This is an optimization exercise on Yosys and OpenROAD, whose aim is small area, not a production implementation. The RTL was checked by simulation tests, not by an equivalence proof against the original design. Power figures rest on the tool's default switching activity, not on a simulated workload.

## design/flow/design.v

```verilog
module OV2640_Registers (
    input clk, 
    input rst_n,
    input resend, 
    input advance, 
    input [7:0] zoom,
    output [15:0] command, 
    output finished
);
    reg [15:0] sreg;
    reg finished_temp;
    reg [8:0] address;
    assign command = sreg; 
    assign finished = finished_temp;
    always @ (sreg) begin
        if(sreg == 16'hFFFF) begin
            finished_temp <= 1;
        end
        else begin
            finished_temp <= 0;
        end
    end
    always @ (posedge clk) begin
        if(rst_n == 0) begin             
            address <= {9{1'b0}};
        end
        else if(resend == 1) begin       
            address <= {8{1'b0}};
        end
        else if(advance == 1) begin      
            address <= address+1;
        end
        if(rst_n == 0) begin
            sreg <= 16'h0000;
        end
        else
        case (address) 
          000 : sreg <= 16'hFF_05;
          001 : sreg <= 16'h12_80;
          002 : sreg <= 16'hFF_00;
          003 : sreg <= 16'h2c_ff;
          004 : sreg <= 16'h2e_df;
          005 : sreg <= 16'hFF_01;
          006 : sreg <= 16'h3c_32;
          007 : sreg <= 16'h11_80; 
          008 : sreg <= 16'h09_02; 
          009 : sreg <= 16'h04_28;
          010 : sreg <= 16'h13_E5;
          011 : sreg <= 16'h14_48;
          012 : sreg <= 16'h15_00; 
          013 : sreg <= 16'h2c_0c;
          014 : sreg <= 16'h33_78;
          015 : sreg <= 16'h3a_33;
          016 : sreg <= 16'h3b_fb;
          017 : sreg <= 16'h3e_00;
          018 : sreg <= 16'h43_11;
          019 : sreg <= 16'h16_10;
          020 : sreg <= 16'h39_02;
          021 : sreg <= 16'h35_88;
          022 : sreg <= 16'h22_0a;
          023 : sreg <= 16'h37_40;
          024 : sreg <= 16'h23_00;
          025 : sreg <= 16'h34_a0;
          026 : sreg <= 16'h06_02;
          027 : sreg <= 16'h06_88;
          028 : sreg <= 16'h07_c0;
          029 : sreg <= 16'h0d_b7;
          030 : sreg <= 16'h0e_01;
          031 : sreg <= 16'h4c_00;
          032 : sreg <= 16'h4a_81;
          033 : sreg <= 16'h21_99;
          034 : sreg <= 16'h24_40;
          035 : sreg <= 16'h25_38;
          036 : sreg <= 16'h26_82; 	
          037 : sreg <= 16'h48_FF; 
          038 : sreg <= {8'h49_,zoom}; 
          039 : sreg <= 16'h5c_00;
          040 : sreg <= 16'h63_00;
          041 : sreg <= 16'h46_00;
          042 : sreg <= 16'h47_00;
          043 : sreg <= 16'h0C_3A; 
          044 : sreg <= 16'h5D_55;
          045 : sreg <= 16'h5E_7d;
          046 : sreg <= 16'h5F_7d;
          047 : sreg <= 16'h60_55;
          048 : sreg <= 16'h61_70;
          049 : sreg <= 16'h62_80;
          050 : sreg <= 16'h7c_05;
          051 : sreg <= 16'h20_80;
          052 : sreg <= 16'h28_30;
          053 : sreg <= 16'h6c_00;
          054 : sreg <= 16'h6d_80;
          055 : sreg <= 16'h6e_00;
          056 : sreg <= 16'h70_02;
          057 : sreg <= 16'h71_94;
          058 : sreg <= 16'h73_c1;
          059 : sreg <= 16'h3d_34;
          060 : sreg <= 16'h5a_57;
          061 : sreg <= 16'h4F_bb;
          062 : sreg <= 16'h50_9c;
          063 : sreg <= 16'hFF_00;
          064 : sreg <= 16'he5_7f;
          065 : sreg <= 16'hF9_C0;
          066 : sreg <= 16'h41_24;
          067 : sreg <= 16'hE0_14;
          068 : sreg <= 16'h76_ff;
          069 : sreg <= 16'h33_a0;
          070 : sreg <= 16'h42_20;
          071 : sreg <= 16'h43_18;
          072 : sreg <= 16'h4c_00;
          073 : sreg <= 16'h87_D0;
          074 : sreg <= 16'h88_3f;
          075 : sreg <= 16'hd7_03;
          076 : sreg <= 16'hd9_10;
          077 : sreg <= 16'hD3_82;
          078 : sreg <= 16'hc8_08;
          079 : sreg <= 16'hc9_80;
          080 : sreg <= 16'h7C_00;
          081 : sreg <= 16'h7D_00;
          082 : sreg <= 16'h7C_03;
          083 : sreg <= 16'h7D_48;
          084 : sreg <= 16'h7D_48;
          085 : sreg <= 16'h7C_08;
          086 : sreg <= 16'h7D_20;
          087 : sreg <= 16'h7D_10;
          088 : sreg <= 16'h7D_0e;
          089 : sreg <= 16'h90_00;
          090 : sreg <= 16'h91_0e;
          091 : sreg <= 16'h91_1a;
          092 : sreg <= 16'h91_31;
          093 : sreg <= 16'h91_5a;
          094 : sreg <= 16'h91_69;
          095 : sreg <= 16'h91_75;
          096 : sreg <= 16'h91_7e;
          097 : sreg <= 16'h91_88;
          098 : sreg <= 16'h91_8f;
          099 : sreg <= 16'h91_96;
          100 : sreg <= 16'h91_a3;
          101 : sreg <= 16'h91_af;
          102 : sreg <= 16'h91_c4;
          103 : sreg <= 16'h91_d7;
          104 : sreg <= 16'h91_e8;
          105 : sreg <= 16'h91_20;
          106 : sreg <= 16'h92_00;
          107 : sreg <= 16'h93_06;
          108 : sreg <= 16'h93_e3;
          109 : sreg <= 16'h93_03;
          110 : sreg <= 16'h93_03;
          111 : sreg <= 16'h93_00;
          112 : sreg <= 16'h93_02;
          113 : sreg <= 16'h93_00;
          114 : sreg <= 16'h93_00;
          115 : sreg <= 16'h93_00;
          116 : sreg <= 16'h93_00;
          117 : sreg <= 16'h93_00;
          118 : sreg <= 16'h93_00;
          119 : sreg <= 16'h93_00;
          120 : sreg <= 16'h96_00;
          121 : sreg <= 16'h97_08;
          122 : sreg <= 16'h97_19;
          123 : sreg <= 16'h97_02;
          124 : sreg <= 16'h97_0c;
          125 : sreg <= 16'h97_24;
          126 : sreg <= 16'h97_30;
          127 : sreg <= 16'h97_28;
          128 : sreg <= 16'h97_26;
          129 : sreg <= 16'h97_02;
          130 : sreg <= 16'h97_98;
          131 : sreg <= 16'h97_80;
          132 : sreg <= 16'h97_00;
          133 : sreg <= 16'h97_00;
          134 : sreg <= 16'ha4_00;
          135 : sreg <= 16'ha8_00;
          136 : sreg <= 16'hc5_11;
          137 : sreg <= 16'hc6_51;
          138 : sreg <= 16'hbf_80;
          139 : sreg <= 16'hc7_10;
          140 : sreg <= 16'hb6_66;
          141 : sreg <= 16'hb8_A5;
          142 : sreg <= 16'hb7_64;
          143 : sreg <= 16'hb9_7C;
          144 : sreg <= 16'hb3_af;
          145 : sreg <= 16'hb4_97;
          146 : sreg <= 16'hb5_FF;
          147 : sreg <= 16'hb0_C5;
          148 : sreg <= 16'hb1_94;
          149 : sreg <= 16'hb2_0f;
          150 : sreg <= 16'hc4_5c;
          151 : sreg <= 16'ha6_00;
          152 : sreg <= 16'ha7_20;
          153 : sreg <= 16'ha7_d8;
          154 : sreg <= 16'ha7_1b;
          155 : sreg <= 16'ha7_31;
          156 : sreg <= 16'ha7_00;
          157 : sreg <= 16'ha7_18;
          158 : sreg <= 16'ha7_20;
          159 : sreg <= 16'ha7_d8;
          160 : sreg <= 16'ha7_19;
          161 : sreg <= 16'ha7_31;
          162 : sreg <= 16'ha7_00;
          163 : sreg <= 16'ha7_18;
          164 : sreg <= 16'ha7_20;
          165 : sreg <= 16'ha7_d8;
          166 : sreg <= 16'ha7_19;
          167 : sreg <= 16'ha7_31;
          168 : sreg <= 16'ha7_00;
          169 : sreg <= 16'ha7_18;
          170 : sreg <= 16'h7f_00;
          171 : sreg <= 16'he5_1f;
          172 : sreg <= 16'he1_77;
          173 : sreg <= 16'hdd_7f;
          174 : sreg <= 16'hC2_0E;
          175 : sreg <= 16'hFF_01;
          176 : sreg <= 16'hFF_00;
          177 : sreg <= 16'hE0_04;
          178 : sreg <= 16'hDA_04; 
          179 : sreg <= 16'hD7_03;
          180 : sreg <= 16'hE1_77;
          181 : sreg <= 16'hE0_00;
          182 : sreg <= 16'hFF_00;
          183 : sreg <= 16'h05_01;
          184 : sreg <= 16'h5A_A0; 
          185 : sreg <= 16'h5B_78; 
          186 : sreg <= 16'h5C_00; 
          187 : sreg <= 16'hFF_01;
          188 : sreg <= 16'h11_80; 
          189 : sreg <= 16'hFF_01;
          190 : sreg <= 16'h12_40; 
          191 : sreg <= 16'h03_0A; 
          192 : sreg <= 16'h32_09; 
          193 : sreg <= 16'h17_11; 
          194 : sreg <= 16'h18_43; 
          195 : sreg <= 16'h19_00; 
          196 : sreg <= 16'h1A_4b; 
          197 : sreg <= 16'h3d_38; 
          198 : sreg <= 16'h35_da;
          199 : sreg <= 16'h22_1a;
          200 : sreg <= 16'h37_c3;
          201 : sreg <= 16'h34_c0;
          202 : sreg <= 16'h06_88;
          203 : sreg <= 16'h0d_87;
          204 : sreg <= 16'h0e_41;
          205 : sreg <= 16'h42_03;
          206 : sreg <= 16'hFF_00; 
          207 : sreg <= 16'h05_01;
          208 : sreg <= 16'hE0_04;
          209 : sreg <= 16'hC0_64;    
          210 : sreg <= 16'hC1_4B;      
          211 : sreg <= 16'h8C_00; 
          212 : sreg <= 16'h53_00; 
          213 : sreg <= 16'h54_00; 
          214 : sreg <= 16'h51_C8;   
          215 : sreg <= 16'h52_96;   
          216 : sreg <= 16'h55_00; 
          217 : sreg <= 16'h57_00; 
          218 : sreg <= 16'h86_3D;
          219 : sreg <= 16'h50_80;         
          220 : sreg <= 16'hD3_80; 
          221 : sreg <= 16'h05_00;
          222 : sreg <= 16'hE0_00;
          223 : sreg <= 16'hFF_00;
          224 : sreg <= 16'h05_00;
          225 : sreg <= 16'hFF_00;
          226 : sreg <= 16'hE0_04;
          227 : sreg <= 16'hDA_04; 
          228 : sreg <= 16'hD7_03;
          229 : sreg <= 16'hE1_77;
          230 : sreg <= 16'hE0_00;            
          default : sreg <= 16'hFF_FF;     
        endcase  
    end 
endmodule               
module I2C_Interface #(parameter SID = 8'h42) ( 
    input clk,                                   
    input rst_n,                                 
    output siod,                                 
    output siod_oe,                              
    output sioc,                                 
    output taken,                                
    input send,                                  
    input [7:0] rega,                            
    input [7:0] value);                          
    reg [7:0] divider;
    reg [31:0] busy_sr;
    reg [31:0] data_sr;
    reg sioc_temp;
    reg taken_temp;
    reg siod_temp;
    reg siod_oe_temp;
    localparam id = SID; 
    assign siod = siod_temp;
    assign siod_oe = siod_oe_temp;
    assign sioc = sioc_temp;
    assign taken = taken_temp;
    always @ (busy_sr or data_sr[31]) begin
        if(busy_sr[11:10] == 2'b10 || busy_sr[20:19] == 2'b10 || busy_sr[29:28] == 2'b10) begin
            siod_temp <= 1'b0;
            siod_oe_temp <= 1'b0;
        end
        else begin
            siod_temp <= data_sr[31];
            siod_oe_temp <= 1'b1;
        end
    end
    always @ (posedge clk) begin
        taken_temp <= 1'b0;
        if(rst_n == 0) begin
            divider <= 8'b00000001;
            busy_sr <= {32{1'b0}};
            data_sr <= {32{1'b1}};
            sioc_temp <= 1'b1;
        end
        else if(busy_sr[31] == 0) begin
            sioc_temp <= 1;
            if(send == 1) begin
                if(divider == 8'b00000000) begin
                    data_sr <= {3'b100, id, 1'b0, rega, 1'b0, value, 1'b0, 2'b01};
                    busy_sr <= {3'b111, 9'b111111111, 9'b111111111, 9'b111111111, 2'b11};
                    taken_temp <= 1'b1;
                end
                else begin
                    divider <= divider + 1;
                end
            end
        end
        else begin
            case ({busy_sr[31:29],busy_sr[2:0]})         
                6'b111_111: begin                        
                    case (divider[7:6])                  
                        2'b00: sioc_temp <= 1;          
                        2'b01: sioc_temp <= 1;          
                        2'b10: sioc_temp <= 1;          
                        default: sioc_temp <= 1;
                    endcase
                end
                6'b111_110: begin                        
                    case (divider[7:6])                  
                        2'b00: sioc_temp <= 1;           
                        2'b01: sioc_temp <= 1;
                        2'b10: sioc_temp <= 1;
                        default: sioc_temp <= 1;
                    endcase
                end
                6'b111_100: begin                        
                    case (divider[7:6])                  
                        2'b00: sioc_temp <= 0;           
                        2'b01: sioc_temp <= 0;           
                        2'b10: sioc_temp <= 0;
                        default: sioc_temp <= 0;
                    endcase
                end
                6'b110_000: begin                        
                    case (divider[7:6])                  
                        2'b00: sioc_temp <= 0;
                        2'b01: sioc_temp <= 1;
                        2'b10: sioc_temp <= 1;
                        default: sioc_temp <= 1;
                    endcase
                end
                6'b100_000: begin                        
                    case (divider[7:6])                  
                        2'b00: sioc_temp <= 1;           
                        2'b01: sioc_temp <= 1;
                        2'b10: sioc_temp <= 1;
                        default: sioc_temp <= 1;
                    endcase
                end
                6'b000_000: begin                        
                    case (divider[7:6])                  
                        2'b00: sioc_temp <= 1;           
                        2'b01: sioc_temp <= 1;           
                        2'b10: sioc_temp <= 1;
                        default: sioc_temp <= 1;
                    endcase
                end
                default: begin                          
                    case (divider[7:6])
                        2'b00: sioc_temp <= 0;          
                        2'b01: sioc_temp <= 1;          
                        2'b10: sioc_temp <= 1;
                        default: sioc_temp <= 0;
                    endcase
                end
            endcase
            if(divider == 8'b11111111) begin
                busy_sr <= {busy_sr[30:0], 1'b0};         
                data_sr <= {data_sr[30:0], 1'b1};         
                divider <= {8{1'b0}};                    
            end
            else begin
                divider <= divider + 1;
            end
        end
    end
endmodule
module OV2640_Controller (
    input clk,                               
    input rst_n,                             
    input resend,                            
    output config_finished,                  
    output sioc,                             
    output siod,                             
    output siod_oe,                          
    output reset,                            
    output pwdn,                             
    input [7:0]zoom
);
    wire [15:0] command;
    wire finished;
    wire taken;
    reg send;
    assign config_finished = finished;
    assign reset = 1;
    assign pwdn = 0;
    always @ (finished) begin
        send = ~finished;
    end
    OV2640_Registers LUT(
        .clk(clk),                           
        .rst_n(rst_n),
        .advance(taken),                     
        .command(command),                   
        .finished(finished),                 
        .resend(resend),                     
        .zoom(zoom)
    );
    I2C_Interface #(
        .SID (8'h60) 
    ) I2C (
        .clk(clk),                           
        .rst_n(rst_n),
        .taken(taken),                       
        .siod(siod),                         
        .siod_oe(siod_oe),
        .sioc(sioc),                         
        .send(send),                         
        .rega(command[15:8]),                
        .value(command[7:0])                 
    );
endmodule
module ov2640_cfg_top (
    input        clk,                
    input        rst_n,              
    input        zoom_in,            
    input        zoom_out,           
    input        resend,             
    output       config_finished,    
    output       sioc,               
    output       siod_o,             
    output       siod_oe,            
    output       cam_reset,          
    output       cam_pwdn            
);
reg [7:0] zoom_counter;
always @(posedge clk) begin
    if (!rst_n) begin
        zoom_counter <= 8'b0;
    end
    else if (zoom_in) begin
        zoom_counter <= zoom_counter + 8'b1;
    end
    else if (zoom_out) begin
        zoom_counter <= zoom_counter - 8'b1;
    end
end
OV2640_Controller u_OV2640_Controller
(
    .clk             (clk),
    .rst_n           (rst_n),
    .resend          (resend),
    .config_finished (config_finished),
    .sioc            (sioc),
    .siod            (siod_o),
    .siod_oe         (siod_oe),
    .reset           (cam_reset),
    .pwdn            (cam_pwdn),
    .zoom            (zoom_counter)
);
endmodule
```

## design/flow/run.sh

```bash
#!/bin/bash
# synth_recipe.tcl (not shown) runs the flow's synth.tcl, then flattens the netlist and writes it again
# the make line also repeats each setting of config.mk as NAME=value (left out here)
make -C /OpenROAD-flow-scripts/flow DESIGN_CONFIG=/design/flow/config.mk WORK_HOME=/design/flow/orfs CLKGATE_MAP_FILE= SYNTH_SCRIPT=/design/flow/synth_recipe.tcl finish
```

## design/flow/config.mk

```make
export PLATFORM = sky130hd
export DESIGN_NAME = ov2640_cfg_top
export DESIGN_NICKNAME = ov2640_cfg_top
export VERILOG_FILES = /design/flow/design.v
export SDC_FILE = /design/flow/constraint.sdc
export NUM_CORES = 4
export LEC_CHECK = 0
export CAP_MARGIN = 20
export CORE_MARGIN = 2
export CORE_UTILIZATION = 25
export SLEW_MARGIN = 20
```

## design/flow/constraint.sdc

```tcl
create_clock -name core_clock -period 10.0 [get_ports {clk}]
set_input_delay 2.0000 -clock core_clock [delete_from_list [all_inputs] [get_ports {clk}]]
set_output_delay 2.0000 -clock core_clock [all_outputs]
set_load 0.01 [all_outputs]
```

==> summary.txt <==
## sequential cells by signal, indices dropped and copies added, names as in the netlist
register	flops
u_OV2640_Controller.LUT.address	9
u_OV2640_Controller.I2C.data_sr	31
u_OV2640_Controller.I2C.busy_sr	32
u_OV2640_Controller.I2C.taken_temp	1
zoom_counter	8
u_OV2640_Controller.I2C.sioc_temp	1
u_OV2640_Controller.I2C.divider	8
u_OV2640_Controller.LUT.sreg	16
## area by class of cell
| class | instances | area [µm²] |
|---|---|---|
| flip-flops and latches | 106 | 2123 |
| clock buffers | 9 | 225.2 |
| inverters | 15 | 56.30 |
| clock inverters | 7 | 80.08 |
| repair buffers | 52 | 410.4 |
| well taps | 442 | 553.0 |
| multi-input cells | 947 | 5652 |
| fillers | 3628 | 23350 |
## worst register-to-register path: stages (launching register included)
cell and delay [ns]:
dfxtp_1 0.43, inv_1 0.10, ha_1 0.21, buf_4 0.27
nand2b_1 0.45, a21oi_1 0.20, a22oi_1 0.77, o221ai_1 0.27
nor4b_1 0.54, nand4_1 0.44, or4_1 0.69, o31a_1 0.27
## per-stage QoR
step | instances | area [µm²] | power [mW]
floorplan | 1164 | 8218 | 0.8850
global placement | 1562 | 8788 | 0.9888
detailed placement | 1562 | 8795 | 0.9932
CTS | 1578 | 9100 | 1.360
global route | 1578 | 9100 | 1.440
finish | 1578 | 9100 | 1.347
## layer usage
layer,vias to the layer above,track usage,part of all wire
met5,-,0,0.00026
met4,2,0.1994,0.086
met3,241,0.08356,0.11
met2,764,0.4294,0.41
met1,4817,0.3614,0.39
li1,4277,-,-
## power breakdown
part	switching (mW)	leakage, nW	internal, mW	total (mW)
combinational	0.221	2.11	0.159	0.380
clock	0.181	0.146	0.178	0.359
sequential	0.0739	0.872	0.534	0.608
total	0.475	3.12	0.872	1.35
## path summary, 6_finish.rpt
kind | slack, ns | endpoint
min reg2reg | 0.48 | u_OV2640_Controller.I2C.busy_sr[24]$_SDFFE_PN0P_
max reg2reg | 5.25 | u_OV2640_Controller.LUT.sreg[4]$_SDFF_PN0_
min | 0.48 | u_OV2640_Controller.I2C.busy_sr[24]$_SDFFE_PN0P_
max | 5.25 | u_OV2640_Controller.LUT.sreg[4]$_SDFF_PN0_
## synth_stat cells (all sizes together), types with 5 or more instances
library cell	number	share of area
a22oi	12	0.011
a31oi	42	0.032
o41a	6	0.0082
nor3b	7	0.0064
nor4b	6	0.0064
o21ai	67	0.041
nor2	114	0.052
nor3	43	0.026
or4	12	0.011
a21o	7	0.0064
a2111oi	15	0.017
nand3	35	0.022
mux2i	18	0.022
a211o	5	0.0053
o22ai	21	0.016
nand3b	11	0.010
o221ai	5	0.0053
nand4	26	0.020
or4b	7	0.0085
o211ai	10	0.0091
buf	27	0.019
dfxtp	106	0.26
or2	7	0.0053
clkbuf	69	0.032
inv	15	0.0069
o31a	11	0.012
a21oi	71	0.043
xor2	8	0.0085
a211oi	8	0.0073
and2	12	0.0094
nand2b	18	0.014
o2111ai	6	0.0064
a222oi	5	0.0061
and3	7	0.0053
ha	14	0.021
nand4b	7	0.0075
nand2	190	0.087
xnor2	11	0.012
nor4	20	0.019
a221o	13	0.016
or3	10	0.0076
nor2b	14	0.011
or3b	5	0.0053
## cells in the final DEF (no fill, tap or decap), types with 6 or more instances in the layout
master             n
o41a_1             6
nand3b_1          11
and3_1             7
o2111ai_1          6
nor2b_1           14
a21o_1             7
o22ai_1           21
and2_1             9
a211oi_1           8
clkbuf_16          9
or3_1             10
or4_1             11
nor4b_1            6
clkdlybuf4s50_1    8
nor3_1            42
o211ai_1          10
mux2i_1           18
a31oi_1           42
buf_4             44
nand4b_1           7
a2111oi_0         12
nand4_1           26
nand2b_1          18
nand3_1           34
dfxtp_1          105
o21ai_0           66
xor2_1             8
nand2_1          190
a21oi_1           71
nor2_1           113
nor4_1            17
inv_1             14
nor3b_1            7
a22oi_1           12
a221o_1           13
xnor2_1           11
ha_1              11
o31a_1            11
## cells by family after synthesis
group / Yosys count
muxes: 19
and+or+nand+nor: 558
AOI/OAI and AO/OA: 334
xor gates and xnor gates: 19
other: 2
adders and majority gates: 15
DFF: 106
buffers and inverters: 111
==> reports/results.ini <==
[worst_setup_path]
timing.rr.start=u_OV2640_Controller.LUT.address[0]$_SDFFE_PP0P_
worst_setup_path_start_kind=flop
worst-path-buf-inv=2
worst-r2r-cell-count=11
critical-path-slowest-cell=a22oi_1
crit_path_from=u_OV2640_Controller.LUT.address[0]$_SDFFE_PP0P_
crit_cells=11
crit_arrival_ns=5.00
critPathKind=flop to flop
timing.critical_path.fanout_max=34
path_delay_family=simple AND/OR/NAND/NOR gates
timing.critical_path.to_type=flop
max_stage_delay_ns=0.77
cp_cell_sequence=inv_1 -> ha_1 -> buf_4 -> nand2b_1 -> a21oi_1 -> a22oi_1 -> o221ai_1 -> nor4b_1 -> nand4_1 -> or4_1 -> o31a_1
worstPathRequired_ns=10.25

[floorplanning]
core_region_area_mm2=0.03245
die_width_um=185.3
dieArea_mm2=0.03434
core.rowCount=66
start_util=0.2532
die-height_um=185.3
pin_count=11

[clocking]
clk_transition_reported_paths_ns=0.08
clock_latency_ns=0.36
cts_tree=built
clock_path_buffers=2
cts.sinks=106
cts_root_buf=clkbuf_16
cts.htree.levels=3
cts_hold_buf=0
cts-buffers-inserted=9
cts-resized-gates=0
post_cts_buffers=0

[logic_synthesis]
dominantRegCellSynth=dfxtp_1
main_combinational_cell_family_by_area_after_synthesis=simple AND/OR/NAND/NOR gates
post_synth_inst_count=1164
synth-warning-count=4
synth.yosys.seq_area_share=0.2582
synth-adder-area-share=0.02375
synthesized_area_fraction_occupied_by_ao_oa_aoi_and_oai_cells=0.2736
synth_area_per_cell_um2=7.060
synth_seq_cells=106
synth-async-reset-ratio=0
mappedNetlistNets=1184
synth_mux_area_frac=0.02329
edff_count_synth=0
post_synth_instance_area_mm2=0.008218
synth-simple-area-share=0.3427
post_synth_xor_area_fraction=0.02025
post_synth_num_cell_types=79

[detailed_routing]
firstDrtPassIters=8
routedWlPerCell_um=31.53
drc_errors=0
route.vias.total=10101
ant_nets=0
drt_iter0_drc=1711
vias_per_cell=6.401
wirelength_mm=49.76

[finish]
layout-drive-gt1-share=0.07746
num-nets-final=1151
postLayoutCoreUtil=0.2804
areaGrowthSynthToFinish_pct=10.73
antenna_cells=0

[global_route]
vias_in_the_first_global_route=9609
grt_first_pass_wirelength_mm=70.75
grt_overflow=0
grt_use_total=0.2900
grt_start_max_net_pins=56
antenna_found_initial=3

[timing]
slew_viol_final=0
final.min_clock_period_ns=4.751
maxClockFrequency_mhz=210.5
slew_headroom=0.2352
skew_ns=0.01224
tightestPinTransition_ns=1.145
post-route-period-util=0.4751
grt_setup_unrepaired=false
finalSetupViolCount=0
totalNegativeSetupSlack_ns=0
finalHoldWorstSlack_ns=0.4763
hold_viol_final=0
timing.final.ws_setup_ns=5.249

[power]
worst_ir_drop_vdd_mv=0.08421
power.density_cell_area_mw_per_mm2=148.0
leakage_nw=3.124

[placed_design]
final_hpwl_dp_mm=35.86
setup_slack_placement_ns=5.428
gp_routability_congestion=1.113
io_buffer_count=8

[hold_path]
holdCritStartpoint=u_OV2640_Controller.I2C.busy_sr[23]$_SDFFE_PN0P_
hold_path_class=flop to flop
whs_path_depth=2

[run_status]
status=complete, no violations

[job]
timing.max_cap.violations=0

## port drivers added, routing unchanged
In the flow no input, the clock included, has a driving cell. The finished layout below was timed again as built, in two steps. Step 1: set_driving_cell puts a clkbuf_16 on clk and a buf_2 on each other input, an assumption about the parent block. Step 2 moves the port delays by t, midway between the first and last clock arrival at a register: inputs arrive t later, outputs are due t later. That takes back most of the time a late clock gives input paths. Three values: ideal ports, drivers, drivers and shift; two values: the first two.
shift t [ns]: 0.408
setup WS [ns]: 5.249 / 5.249 / 5.249
latest minus earliest clock arrival (ns): 0.013 / 0.013
slew at the worst register clock pin (ns): 0.08 / 0.08
cell pins on the clock port's net: 1
After both steps setup and hold are still met in this run. For this run, drivers alone change the setup slack by 0.000 ns; drivers and shift together by 0.000 ns.
